Source: an optimization exercise on an open RTL-to-GDS flow (aim: small area and a short achievable clock period). Production flows keep margins and buffers that such runs may drop. The RTL was checked by simulation tests, not by an equivalence proof against the original design.

==> flow/design.v (outline; a module is shown in full before it is edited, if it fits) <==
// module order_book_poc: 32 lines
// module hw_feature_engine: 2727 lines
// module fpga_inference_engine: 7 lines
// module fpga_trading_core: 57 lines
module fpga_trading_core (
    input  wire        clk,
    input  wire        rst_n,
    input  wire        market_data_valid,
    input  wire [31:0] market_data_price,
    input  wire [31:0] market_data_size,
    input  wire [1:0]  market_data_type,  
    output reg         send_order,
    output wire [31:0] best_bid_price,
    output wire [31:0] best_bid_size,
    output wire [31:0] best_ask_price,
    output wire [31:0] best_ask_size,
    output wire [15:0] book_imbalance_fixed,
    output wire [7:0]  trade_intensity,
    output wire        ai_prediction
);
  // ...
==> flow/flow/run.sh <==
#!/bin/bash
# The standard layout (bash standard.sh), with two settings passed to its make:
#  - the port buffers are buf_1 cells;
set -euo pipefail
bash standard.sh "BUFFER_PORTS_ARGS=-buffer_cell sky130_fd_sc_hd__buf_1" SETUP_SLACK_MARGIN=254 finish > standard_flow.log 2>&1
==> flow/standard.sh <==
#!/bin/bash
# synth_recipe.tcl (not shown) runs the flow's synth.tcl, then flattens the netlist and writes it again
# the make line also repeats each setting of config.mk as NAME=value (left out here)
make -C /OpenROAD-flow-scripts/flow DESIGN_CONFIG=/design/flow/config.mk WORK_HOME=/design/flow/orfs CLKGATE_MAP_FILE= SYNTH_SCRIPT=/design/flow/synth_recipe.tcl "${@:-finish}"
==> flow/config.mk <==
export PLATFORM = sky130hd
export DESIGN_NAME = fpga_trading_core
export DESIGN_NICKNAME = fpga_trading_core
export VERILOG_FILES = /design/flow/design.v
export SDC_FILE = /design/flow/constraint.sdc
export NUM_CORES = 4
export LEC_CHECK = 0
export CAP_MARGIN = 20
export CORE_MARGIN = 2
export CORE_UTILIZATION = 40
export CTS_BUF_LIST = sky130_fd_sc_hd__clkbuf_4
export SLEW_MARGIN = 20
export SYNTH_HIERARCHICAL = 1
==> flow/constraint.sdc <==
create_clock -name core_clock -period 320.0 [get_ports {clk}]
set_input_delay 64.0000 -clock core_clock [delete_from_list [all_inputs] [get_ports {clk}]]
set_output_delay 64.0000 -clock core_clock [all_outputs]
set_load 0.01 [all_outputs]
==> impl_metrics.py, run 1 <==
metrics = {
    "setup_path": {
        "timing.rr.start": "feature_engine.pend_book",
        "required_ps": 256000,
        "path_max_fanout": 2,
        "rrSetupSlack_ps": 257500,
        "r2r-end": "feature_engine.book_imbalance[0]",
    },
    "global_routing": {
        "use_met2": 0.3499,
        "grt_max_degree": 66,
        "grt_use_met1": 0.2825,
        "grt.total_usage": 0.2162,
    },
    "layout": {
        "n_sequential_cell": 290,
        "multi_input_gates": 2949,
        "buf_share": 0.03204,
        "final_cell_count_no_fill": 5266,
        "nNonClkBuffers": 269,
        "syn_to_final_growth_pct": 10.96,
        "fin_area_sq_um": 40380,
        "top_regs": "feature_engine.bid_vol: 48 flops, feature_engine.tot_vol: 48 flops",
    },
    "synth": {
        "synth_area_leaders": "fa_1 (27%), dfrtp_1 (15%), ha_1 (6.8%)",
        "ys_seq_area_frac": 0.1962,
        "synth-xor-area-share": 0.09410,
        "synth.cell_area_sq_um": 36390,
    },
    "routing": {
        "wl_met3_um": 6000,
        "wire_per_inst_um": 18.82,
        "wl_met1_um": 43400,
    },
    "floorplan": {
        "die_y_um": 305.6,
        "well_tap_count": 1176,
        "fp.coreArea_sq_um": 90150,
    },
    "min_path": {
        "holdCritPathClass": "flip-flop to flip-flop",
    },
    "cts": {
        "cts_tree": "yes",
        "numCtsBuffers": 84,
        "cts_max_level": 3,
    },
    "timing": {
        "finClkSkew_ps": 89.36,
        "hold_ws_ps": 482.1,
        "timing.final.max_slew_violations": 0,
        "fmax_mhz": 15.09,
        "rsz0062_at_grt": "true",
        "period_needed_ps": 66250,
    },
    "placed_design": {
        "placedInstanceArea_sq_um": 38820,
        "place_hpwl_um": 80110,
    },
    "status": {
        "status": "timing/DRC/antenna clean",
    },
}
==> inputs of run 2 (changes only) <==
--- a/flow/config.mk
+++ b/flow/config.mk
@@ -11,3 +11,2 @@
 export CTS_BUF_LIST = sky130_fd_sc_hd__clkbuf_4
 export SLEW_MARGIN = 20
-export SYNTH_HIERARCHICAL = 1
==> run 2 against run 1 <==
Effect of this change: still clean; sequential share of layout area down 0.21 points; worst hold slack got worse by 6.2 ps; die area fell by 0.13%; synthesized cell count increased by 0.19%; flip-flop and latch count unchanged; cell count is 0.55% higher; register-to-register slack lost 340 ps; core utilization grew 0.57 points; maximum frequency shrank 0.93%; clock-buffer cell count is 15 lower; clock skew grew 11 ps; critical path type is now input pin to flip-flop.
==> impl_metrics.py, run 2 <==
metrics = {
    "global_routing": {
        "grt_max_degree": 74,
        "antenna_found_initial": 5,
        "first_global_vias": 28550,
        "grt.total_usage": 0.2094,
        "grt_pass1_wl_um": 156000,
        "grt_overflow": 0,
    },
    "layout": {
        "layout-drive-gt1-share": 0.1320,
        "nNetsFinal": 4804,
        "final_cell_count_no_fill": 5295,
        "syn_to_final_growth_pct": 12.35,
        "layout_commonest_cell": "fa_1",
        "mostFrequentLayoutCells": "fa_1 (491), inv_1 (441), nand2_1 (344)",
        "top_regs": "feature_engine.bid_vol: 48 flops, feature_engine.tot_vol: 48 flops",
    },
    "timing": {
        "timing.final.max_slew_violations": 0,
        "hold_ws_ps": 475.8,
        "layout_setup_ws_ps": 253120,
        "fin_setup_tns_ps": 0,
        "finClkSkew_ps": 100.1,
        "finalSetupViolCount": 0,
        "hold_viol_final": 0,
        "fmax_mhz": 14.95,
        "period_needed_ps": 66880,
        "maxSlewHeadroom": 0.3154,
        "tightestPinTransition_ps": 1020,
        "rsz0062_at_grt": "true",
        "fin_crit_sh": 0.2090,
    },
    "synth": {
        "synth_area_leaders": "fa_1 (27%), dfrtp_1 (15%), mux2_2 (6.9%)",
        "ys_seq_area_frac": 0.1964,
        "synthCells": 3765,
        "yosysMostFrequentCell": "fa_1",
        "synth_ff_type": "dfrtp_1",
        "yosysTopAreaCell": "fa_1",
        "synth_seq_cells": 290,
        "yosysUniqueCellTypes": 95,
        "synth.cell_area_sq_um": 36350,
        "async_flop_share": 0.8897,
        "synthTopCellsByCount": "fa_1 (491), inv_1 (441), nand2_1 (346), nor2_1 (238), dfrtp_1 (224)",
        "synth_edf_count": 0,
        "avgSynthCellArea_sq_um": 9.654,
        "yosys_warnings": 3,
        "yosysTopAreaCellShare": 0.2704,
    },
    "floorplan": {
        "fp-row-count": 110,
        "fp.coreArea_sq_um": 90010,
        "die_w_um": 305.4,
        "die_y_um": 305.4,
        "dieArea_sq_um": 93290,
        "ioPinCount": 223,
        "start_util": 0.4038,
    },
    "setup_path": {
        "cp-startpoint": "market_data_price[1]",
        "critPathCaptureType": "flip-flop",
        "rr_worst_depth": 219,
        "startpoint_type": "input pin",
        "rrSetupSlack_ps": 257160,
        "timing.rr.start": "feature_engine.pend_book",
        "arrival_ps": 67560,
        "crit_end": "order_book.best_ask_size[0]",
        "path_max_fanout": 7,
        "r2r-end": "feature_engine.book_imbalance[0]",
        "required_ps": 320680,
        "critical_path_class": "input pin to flip-flop",
    },
    "routing": {
        "first_iter_violations": 1432,
        "wire_per_inst_um": 17.87,
        "wl_met2_um": 44870,
        "drt_first_pass_iters": 7,
        "vias_per_cell": 5.206,
        "wl_um": 94620,
        "top_layer": "met5",
        "wl_met3_um": 4357,
        "drc": 0,
        "via_count": 27570,
        "wl_met1_um": 43230,
        "ant_nets": 0,
    },
    "cts": {
        "numCtsBuffers": 83,
        "cts_num_sinks": 290,
        "path_clk_slew_ps": 60,
        "cts_max_level": 3,
        "cts_tree": "yes",
        "clkLatencyLatePin_ps": 870,
        "clockBufferDepth": 3,
        "cts-root-buf": "clkbuf_4",
    },
    "placed_design": {
        "pre_cts_ws_ps": 251670,
        "post-place-cells": 5105,
        "port_buffers": 217,
        "routabilityCongestion": 0.9170,
        "place_hpwl_um": 77200,
    },
    "min_path": {
        "holdCritPathClass": "flip-flop to flip-flop",
    },
    "flow_run": {
        "max_cap_viol_count": 0,
    },
    "status": {
        "status": "timing/DRC/antenna clean",
    },
}
## run 2: cell count changes after synthesis, moves of 14 or more
cell | previous run | this run
nand2_1 | 376 | 346
o21ai_1 | 36 | 6
o21ai_0 | 144 | 173
mux2_2 | 195 | 223
xor2_1 | 202 | 175
inv_1 | 418 | 441
xnor2_1 | 189 | 207
nor2_1 | 222 | 238
mux2_1 | 17 | 3
## run 2: critical path: stages
cell	delay [ps]
buf_8	100
ha_4	190
a21o_1	170
a21o_1	150
a21o_1	150
a21o_1	140
a21o_1	150
a21o_1	150
a21o_1	150
a21o_1	140
a21o_1	150
a21o_1	150
a21o_1	150
a21o_1	150
a21o_1	160
a21o_1	160
a21oi_2	130
o31a_1	180
o2111ai_4	170
buf_12	230
buf_12	140
mux2_4	290
## run 2: cell families (layout without fill, tap and decap cells)
| kind of cell | after synthesis | after routing | share of synthesized area |
|---|---|---|---|
| AND/OR/NAND/NOR | 1064 | 1065 | 0.1438 |
| adder cells (fa/ha/maj) | 689 | 689 | 0.3385 |
| buffers and inverters | 547 | 891 | 0.05790 |
| AO/OA/AOI/OAI | 513 | 513 | 0.08634 |
| XOR/XNOR | 382 | 382 | 0.09205 |
| flip-flops | 290 | 290 | 0.1964 |
| multiplexers | 279 | 279 | 0.08486 |
| other | 1 | 10 | 0.0001032 |
## run 2: repair_timing
item,in CTS,in global routing
setup endpoints to repair,129,179
setup buffers,19,2
pin swaps,5,12
gates resized for setup,43,27
hold buffers,0,0
gates cloned,10,2
## run 2: cell type report
cell class / instances / area [sq um]
inverters: 441 / 1655
multi-input cells: 2933 / 27660
fillers: 8744 / 49180
repair buffers: 298 / 1857
flip-flops and latches: 290 / 7141
diodes: 5 / 12.51
clock buffers: 109 / 818.3
clock inverters: 43 / 220.2
well taps: 1176 / 1471
## run 2: metrics by stage
step           area [sq um]    util
2_1_floorplan         36830       -
3_3_place_gp          38980  0.4330
3_5_place_dp          38980  0.4330
4_1_cts               40630  0.4513
5_1_grt               40830  0.4536
6_report              40840  0.4537
## run 2: how the worst min path moves through the flow
| stage | start | to | slack [ps] | cells past startpoint |
|---|---|---|---|---|
| after detailed placement | feature_engine.decay_timer[0] | feature_engine.decay_timer[0] | 470 | 1 |
| after floorplan | feature_engine.decay_timer[0] | feature_engine.decay_timer[0] | 450 | 1 |
| after global routing | feature_engine.tot_vol[34] | feature_engine.tot_vol[34] | 490 | 1 |
| after CTS | feature_engine.tot_vol[34] | feature_engine.tot_vol[34] | 480 | 1 |
| after global placement | feature_engine.tot_vol[34] | feature_engine.tot_vol[34] | 470 | 1 |
| final | feature_engine.decay_timer[0] | feature_engine.decay_timer[0] | 480 | 1 |
## run 2: metal layers
metal	vias to the layer above	track usage
met3	124	0.02877
met5	-	0
met2	625	0.3475
met4	2	0.05579
met1	13600	0.2873
li1	13220	-
==> inputs of run 3 (changes only) <==
==> flow/flow/run.sh (replaced) <==
#!/bin/bash
# The standard layout (bash standard.sh), with these settings passed to its make:
#  - the port buffers are buf_1 cells;
#  - clock tree: clkbuf_8 cells, sink clusters of up to 20 flip-flops, no dummy loads.
# The make output goes to standard_flow.log; each tool's log is under orfs/logs/.
set -euo pipefail
MARGIN=254
bash standard.sh \
  "BUFFER_PORTS_ARGS=-buffer_cell sky130_fd_sc_hd__buf_1" \
  SETUP_SLACK_MARGIN=$MARGIN \
  "CTS_ARGS=-sink_clustering_enable -repair_clock_nets -buf_list sky130_fd_sc_hd__clkbuf_8 -sink_clustering_size 20 -sink_clustering_max_diameter 60 -dont_use_dummy_load" \
  finish > standard_flow.log 2>&1
--- a/flow/config.mk
+++ b/flow/config.mk
@@ -9,4 +9,4 @@
 export CORE_MARGIN = 2
 export CORE_UTILIZATION = 40
-export CTS_BUF_LIST = sky130_fd_sc_hd__clkbuf_4
 export SLEW_MARGIN = 20
+export SYNTH_HIERARCHICAL = 1
==> run 3 against run 2 <==
Effect of this change: maximum frequency is 1.3% higher; global-route usage is 0.44 points higher; synthesized cell count is 0.19% lower; die area is 0.13% higher; critical path depth is 17 lower; cell count is 3.0% lower; clock skew is 29 ps higher.
==> impl_metrics.py, run 3 <==
metrics = {
    "synth": {
        "synth_ff_type": "dfrtp_1",
        "yosysUniqueCellTypes": 102,
        "synthTopCellsByCount": "fa_1 (491), inv_1 (418), nand2_1 (376), dfrtp_1 (224), nor2_1 (222)",
        "yosysTopAreaCellShare": 0.2701,
        "yosysTopAreaCell": "fa_1",
        "synth_edf_count": 0,
        "avgSynthCellArea_sq_um": 9.684,
        "ys_seq_area_frac": 0.1962,
        "yosys_warnings": 9,
        "synth_seq_cells": 290,
        "synthCells": 3758,
        "synth_area_leaders": "fa_1 (27%), dfrtp_1 (15%), ha_1 (6.8%)",
        "yosysMostFrequentCell": "fa_1",
        "synth.cell_area_sq_um": 36390,
        "async_flop_share": 0.8897,
    },
    "setup_path": {
        "path_cells": "nor3_1 > and4_2 > a211oi_4 > buf_12 > buf_6",
        "timing.rr.start": "feature_engine.pend_book",
        "required_ps": 256000,
        "arrival_ps": 2010,
        "startpoint_type": "flip-flop",
        "critPathCaptureType": "output pin",
        "cp_slowest_cell": "dfrtp_1",
        "max_stage_delay_ps": 580,
        "path_max_fanout": 2,
        "rrSetupSlack_ps": 257490,
        "critPathBufInv": 2,
        "cp_top_family": "flip-flops",
        "rr_worst_depth": 211,
        "critical_path_class": "flip-flop to output pin",
        "r2r-end": "feature_engine.book_imbalance[0]",
    },
    "timing": {
        "finalSetupViolCount": 0,
        "fmax_mhz": 15.15,
        "hold_viol_final": 0,
        "fin_setup_tns_ps": 0,
        "tightestPinTransition_ps": 1209,
        "maxSlewHeadroom": 0.1908,
        "timing.final.max_slew_violations": 0,
        "rsz0062_at_grt": "true",
        "fin_crit_sh": 0.2063,
        "period_needed_ps": 66010,
        "finClkSkew_ps": 129.6,
    },
    "global_routing": {
        "grt.total_usage": 0.2138,
        "first_global_vias": 28320,
        "antenna_found_initial": 1,
        "grt_max_degree": 66,
        "grt_pass1_wl_um": 157500,
        "grt_overflow": 0,
    },
    "cts": {
        "cts-root-buf": "clkbuf_8",
        "hold_buffers": 0,
        "cts_tree": "yes",
        "clockBufferDepth": 3,
        "cts_max_level": 2,
        "numCtsBuffers": 34,
        "cts_num_sinks": 290,
        "clkLatencyLatePin_ps": 680,
        "path_clk_slew_ps": 40,
    },
    "floorplan": {
        "start_util": 0.4037,
        "die_w_um": 305.6,
        "fp-row-count": 110,
        "fp.coreArea_sq_um": 90150,
        "ioPinCount": 223,
        "dieArea_sq_um": 93410,
        "die_y_um": 305.6,
    },
    "layout": {
        "fillers": 8706,
        "layout_commonest_cell": "fa_1",
        "mostFrequentLayoutCells": "fa_1 (491), inv_1 (416), nand2_1 (375)",
        "fin_area_sq_um": 39750,
        "layout-drive-gt1-share": 0.1048,
        "top_regs": "feature_engine.bid_vol: 48 flops, feature_engine.tot_vol: 48 flops",
        "nNetsFinal": 4718,
        "syn_to_final_growth_pct": 9.224,
    },
    "routing": {
        "via_count": 27390,
        "vias_per_cell": 5.332,
        "drc": 0,
        "wl_um": 98190,
        "wire_per_inst_um": 19.11,
        "drt_first_pass_iters": 5,
        "first_iter_violations": 1615,
        "ant_nets": 0,
    },
    "placed_design": {
        "place_hpwl_um": 80110,
        "placedInstanceArea_sq_um": 38820,
        "port_buffers": 217,
        "routabilityCongestion": 0.8985,
    },
    "min_path": {
        "hold_depth": 1,
        "whs_endpoint": "feature_engine.tot_vol[34]",
        "holdCritPathClass": "flip-flop to flip-flop",
        "min_from": "feature_engine.tot_vol[34]",
    },
    "flow_run": {
        "max_cap_viol_count": 0,
    },
    "status": {
        "status": "timing/DRC/antenna clean",
    },
}
[run 3: cell types whose count changed after synthesis, sizes merged, moves of 15 or more]
cell | before | now
nand2 | 347 | 376
xnor2 | 207 | 189
nor2 | 240 | 223
inv | 441 | 418
mux2 | 227 | 212
xor2 | 175 | 202
[run 3: worst reg2reg max path, delay by kind of cell, from the launching register on]
| kind | cells | cell delay [ps] |
|---|---|---|
| fa+ha+maj | 78 | 32170 |
| simple gates | 58 | 14820 |
| compound gates | 43 | 9150 |
| buf+inv | 27 | 4390 |
| mux | 4 | 1090 |
| flops | 1 | 490 |
| xor+xnor | 1 | 230 |
[run 3: kinds of logic after synthesis]
family          share of synthesized area
xor+xnor                          0.09410
mux                               0.08416
buf+inv                           0.05800
fa+ha+maj                          0.3378
other cells                     0.0001030
simple gates                       0.1444
compound gates                    0.08523
flops                              0.1962
[run 3: through the flow]
step | cells | hold slack, ps | util | worst slack, ps
6_report | 5137 | 476.8 | 0.4409 | 253990
5_1_grt | 5137 | 505.5 | 0.4409 | 253730
4_1_cts | 5133 | 481.0 | 0.4386 | 253860
3_5_place_dp | 5089 | 475.6 | 0.4306 | 252450
3_3_place_gp | 5089 | 468.8 | 0.4306 | 252430
2_1_floorplan | 3762 | 444.5 | - | 253980
[run 3: cell type report]
type                    count  area, sq um  area share
well taps                1176         1471     0.03702
inverters                 419         1578     0.03969
repair buffers            267         1328     0.03340
multi-input cells        2949        27760      0.6983
flip-flops and latches    290         7143      0.1797
clock buffers              34        467.9     0.01177
diodes                      2        5.005   0.0001259
[run 3: per-module statistics from Yosys, one instance, submodules excluded]
module	times used	cells inside	cell area, sq um
fpga_inference_engine	1	11	88.84
fpga_trading_core	1	86	902.1
order_book_poc	1	497	6447
hw_feature_engine	1	3164	28960
[run 3: how the worst max path moves through the flow]
stage                     slack, ps  depth (start not counted)                          endpoint                         startpoint
after CTS                    253860                          5                     ai_prediction  feature_engine.trade_intensity[2]
final                        253990                          5                     ai_prediction   feature_engine.book_imbalance[0]
after detailed placement     252450                          8       order_book.best_ask_size[5]               market_data_price[1]
after floorplan              253980                          7     order_book.best_ask_price[19]               market_data_price[1]
after global routing         253730                        213  feature_engine.book_imbalance[0]           feature_engine.pend_book
after global placement       252430                          9      order_book.best_ask_size[10]               market_data_price[5]
[run 3: routing by layer]
metal | share of wire | up-vias | global-route usage
li1 | - | 12960 | -
met1 | 0.44 | 13600 | 0.2821
met2 | 0.46 | 684 | 0.3484
met3 | 0.060 | 151 | 0.04160
met4 | 0.039 | 0 | 0.07893
met5 | 0 | - | 0
[run 3: what timing repair did]
| item | 4_1_cts | 5_1_grt |
|---|---|---|
| buffers inserted | 7 | 2 |
| cloned | 3 | 0 |
| pin swaps | 7 | 5 |
| gates resized for setup | 25 | 45 |
| setup endpoints to repair | 186 | 130 |
==> inputs of run 4 (changes only) <==
==> flow/flow/run.sh (replaced) <==
#!/bin/bash
# The standard layout (bash standard.sh), with these settings passed to its make:
#  - the port buffers are buf_1 cells;
#  - clock tree: clkbuf_8 cells, sink clusters of up to 16 flip-flops, no dummy loads.
# The make output goes to standard_flow.log; each tool's log is under orfs/logs/.
set -euo pipefail
MARGIN=254
bash standard.sh \
  "BUFFER_PORTS_ARGS=-buffer_cell sky130_fd_sc_hd__buf_1" \
  SETUP_SLACK_MARGIN=$MARGIN \
  "CTS_ARGS=-sink_clustering_enable -repair_clock_nets -buf_list sky130_fd_sc_hd__clkbuf_8 -sink_clustering_size 16 -sink_clustering_max_diameter 50 -dont_use_dummy_load" \
  finish > standard_flow.log 2>&1
==> run 4 against run 3 <==
Effect of this change: still clean; via count fell by 0.26%; clock-buffer cell count rose by 8; synthesized area did not move; setup slack improved by 28 ps; critical path depth did not move; maximum frequency barely moved.
==> impl_metrics.py, run 4 <==
metrics = {
    "routing": {
        "ant_nets": 0,
        "drt_first_pass_iters": 5,
        "via_count": 27320,
        "wl_um": 98290,
        "first_iter_violations": 1638,
        "vias_per_cell": 5.311,
        "wire_per_inst_um": 19.11,
        "drc": 0,
    },
    "global_routing": {
        "first_global_vias": 28290,
        "grt_pass1_wl_um": 157600,
        "grt_overflow": 0,
        "grt.total_usage": 0.2137,
        "grt_max_degree": 66,
        "antenna_found_initial": 1,
    },
    "layout": {
        "top_regs": "feature_engine.bid_vol: 48 flops, feature_engine.tot_vol: 48 flops",
        "layout-drive-gt1-share": 0.1064,
        "nNetsFinal": 4726,
        "syn_to_final_growth_pct": 9.499,
        "mostFrequentLayoutCells": "fa_1 (491), inv_1 (416), nand2_1 (375)",
        "layout_commonest_cell": "fa_1",
    },
    "timing": {
        "rsz0062_at_grt": "true",
        "finClkSkew_ps": 94.24,
        "timing.final.max_slew_violations": 0,
        "tightestPinTransition_ps": 1148,
        "finalSetupViolCount": 0,
        "fin_setup_tns_ps": 0,
        "hold_viol_final": 0,
        "maxSlewHeadroom": 0.2318,
        "fmax_mhz": 15.16,
        "fin_crit_sh": 0.2062,
        "period_needed_ps": 65980,
    },
    "setup_path": {
        "path_max_fanout": 2,
        "arrival_ps": 1980,
        "r2r-end": "feature_engine.book_imbalance[0]",
        "startpoint_type": "flip-flop",
        "rr_worst_depth": 210,
        "rrSetupSlack_ps": 257570,
        "critPathCaptureType": "output pin",
        "timing.rr.start": "feature_engine.pend_book",
        "required_ps": 256000,
        "critical_path_class": "flip-flop to output pin",
    },
    "synth": {
        "avgSynthCellArea_sq_um": 9.684,
        "synthTopCellsByCount": "fa_1 (491), inv_1 (418), nand2_1 (376), dfrtp_1 (224), nor2_1 (222)",
        "synth_edf_count": 0,
        "synth_seq_cells": 290,
        "yosysTopAreaCell": "fa_1",
        "synth_ff_type": "dfrtp_1",
        "synthCells": 3758,
        "yosysTopAreaCellShare": 0.2701,
        "synth.cell_area_sq_um": 36390,
        "yosys_warnings": 9,
        "async_flop_share": 0.8897,
        "yosysUniqueCellTypes": 102,
        "synth_area_leaders": "fa_1 (27%), dfrtp_1 (15%), ha_1 (6.8%)",
        "ys_seq_area_frac": 0.1962,
        "yosysMostFrequentCell": "fa_1",
    },
    "min_path": {
        "holdCritPathClass": "flip-flop to flip-flop",
        "min_from": "feature_engine.tot_vol[34]",
        "hold_depth": 1,
        "whs_endpoint": "feature_engine.tot_vol[34]",
    },
    "placed_design": {
        "place_hpwl_um": 80110,
        "routabilityCongestion": 0.8985,
        "port_buffers": 217,
    },
    "floorplan": {
        "fp-row-count": 110,
        "start_util": 0.4037,
        "die_w_um": 305.6,
        "die_y_um": 305.6,
        "dieArea_sq_um": 93410,
        "fp.coreArea_sq_um": 90150,
        "ioPinCount": 223,
    },
    "cts": {
        "cts_num_sinks": 290,
        "hold_buffers": 0,
        "clkLatencyLatePin_ps": 670,
        "path_clk_slew_ps": 70,
        "clockBufferDepth": 3,
        "cts_max_level": 2,
        "cts_tree": "yes",
        "numCtsBuffers": 42,
        "cts-root-buf": "clkbuf_8",
    },
    "status": {
        "status": "timing/DRC/antenna clean",
    },
    "flow_run": {
        "max_cap_viol_count": 0,
    },
}
[run 4: cell counts after synthesis]
No cell type changed its count.
[run 4: area by class of cell]
type | instances | area, sq um
Clock buffer | 42 | 578.1
Tap cell | 1176 | 1471
Inverter | 419 | 1578
Multi-Input combinational cell | 2949 | 27760
Timing Repair Buffer | 267 | 1319
Antenna cell | 1 | 2.502
Fill cell | 8706 | 50300
Sequential cell | 290 | 7144
[run 4: metal layers]
metal  GRT usage  up-vias  wire length (um)  part of all wire
met3     0.03959      137              5705             0.058
met2      0.3518      646             45820              0.47
met5           0        -                 0                 0
li1            -    12970                 -                 -
met1      0.2836    13560             43410              0.44
met4     0.07023        0              3357             0.034
[run 4: critical path: stages, from the launching register on]
cell	delay (ps)
dfrtp_2	420
o211a_1	240
nor4_4	350
a211oi_4	70
buf_12	170
buf_6	120
[run 4: cell families after synthesis]
kind of cell    synth area share
simple gates              0.1444
fa+ha+maj                 0.3378
buf+inv                  0.05800
compound gates           0.08523
xor+xnor                 0.09410
flops                     0.1962
mux                      0.08416
other cells            0.0001030
[run 4: timing repair]
action	4_1_cts	5_1_grt
cloned	2	1
resized for setup	25	42
setup endpoints to repair	186	131
pin swaps	6	6
buffers inserted	7	2
[run 4: worst max path at each step]
stage,from,endpoint,depth (start not counted)
6_report,feature_engine.trade_intensity[2],ai_prediction,5
3_5_place_dp,market_data_price[1],order_book.best_ask_size[5],8
3_3_place_gp,market_data_price[5],order_book.best_ask_size[10],9
5_1_grt,feature_engine.pend_book,feature_engine.book_imbalance[0],213
4_1_cts,feature_engine.trade_intensity[2],ai_prediction,5
2_1_floorplan,market_data_price[1],order_book.best_ask_price[19],7
[run 4: per-stage QoR]
stage	area [sq um]	hold WS [ps]	utilization	setup slack [ps]	cells
floorplan	36750	444.5	-	253980	3762
global placement	38820	468.8	0.4306	252430	5089
detailed placement	38820	475.6	0.4306	252450	5089
CTS	39610	482.7	0.4394	253880	5140
global route	39850	504.2	0.4421	253760	5144
finish	39850	477.8	0.4421	254020	5144
[run 4: Yosys stat by module, one instance, submodules excluded]
module / times used / cells / flops+latches / area [sq um]
fpga_inference_engine: 1 / 11 / 0 / 88.84
order_book_poc: 1 / 497 / 128 / 6447
hw_feature_engine: 1 / 3164 / 161 / 28960
fpga_trading_core: 1 / 86 / 1 / 902.1

==> port drivers added, routing unchanged <==
Ports are ideal in the flow. The routed layouts listed here were re-timed in OpenROAD. Step 1 (the two cells are an assumption about what drives the block):
set clk [get_ports {clk}]
set_driving_cell -lib_cell sky130_fd_sc_hd__clkbuf_16 $clk
set_driving_cell -lib_cell sky130_fd_sc_hd__buf_2 [delete_from_list [all_inputs] $clk]
Step 2 times the ports against the registers' clock, not the clock port: input delays grow and output delays shrink by t, the midpoint of the rising clock arrivals with the driver on. Three values: ideal ports, drivers, drivers and shift; two values: the first two.
run	shift t [ns]	slack for setup (ns)	hold WS [ns]	pins driven straight from the clock port
run 1	0.933	253.746 / 253.684 / 253.154	0.482 / 0.482 / 0.482	1
run 2	0.875	253.124 / 253.138 / 252.263	0.476 / 0.476 / 0.476	1
run 3	0.672	253.991 / 253.930 / 253.419	0.477 / 0.477 / 0.477	1
run 4	0.691	254.019 / 253.955 / 253.375	0.478 / 0.478 / 0.478	1
After both steps setup and hold are still met in every run listed. The setup slack of run 2, which loses most, moves by +0.014 ns with the drivers and by -0.861 ns with both steps.
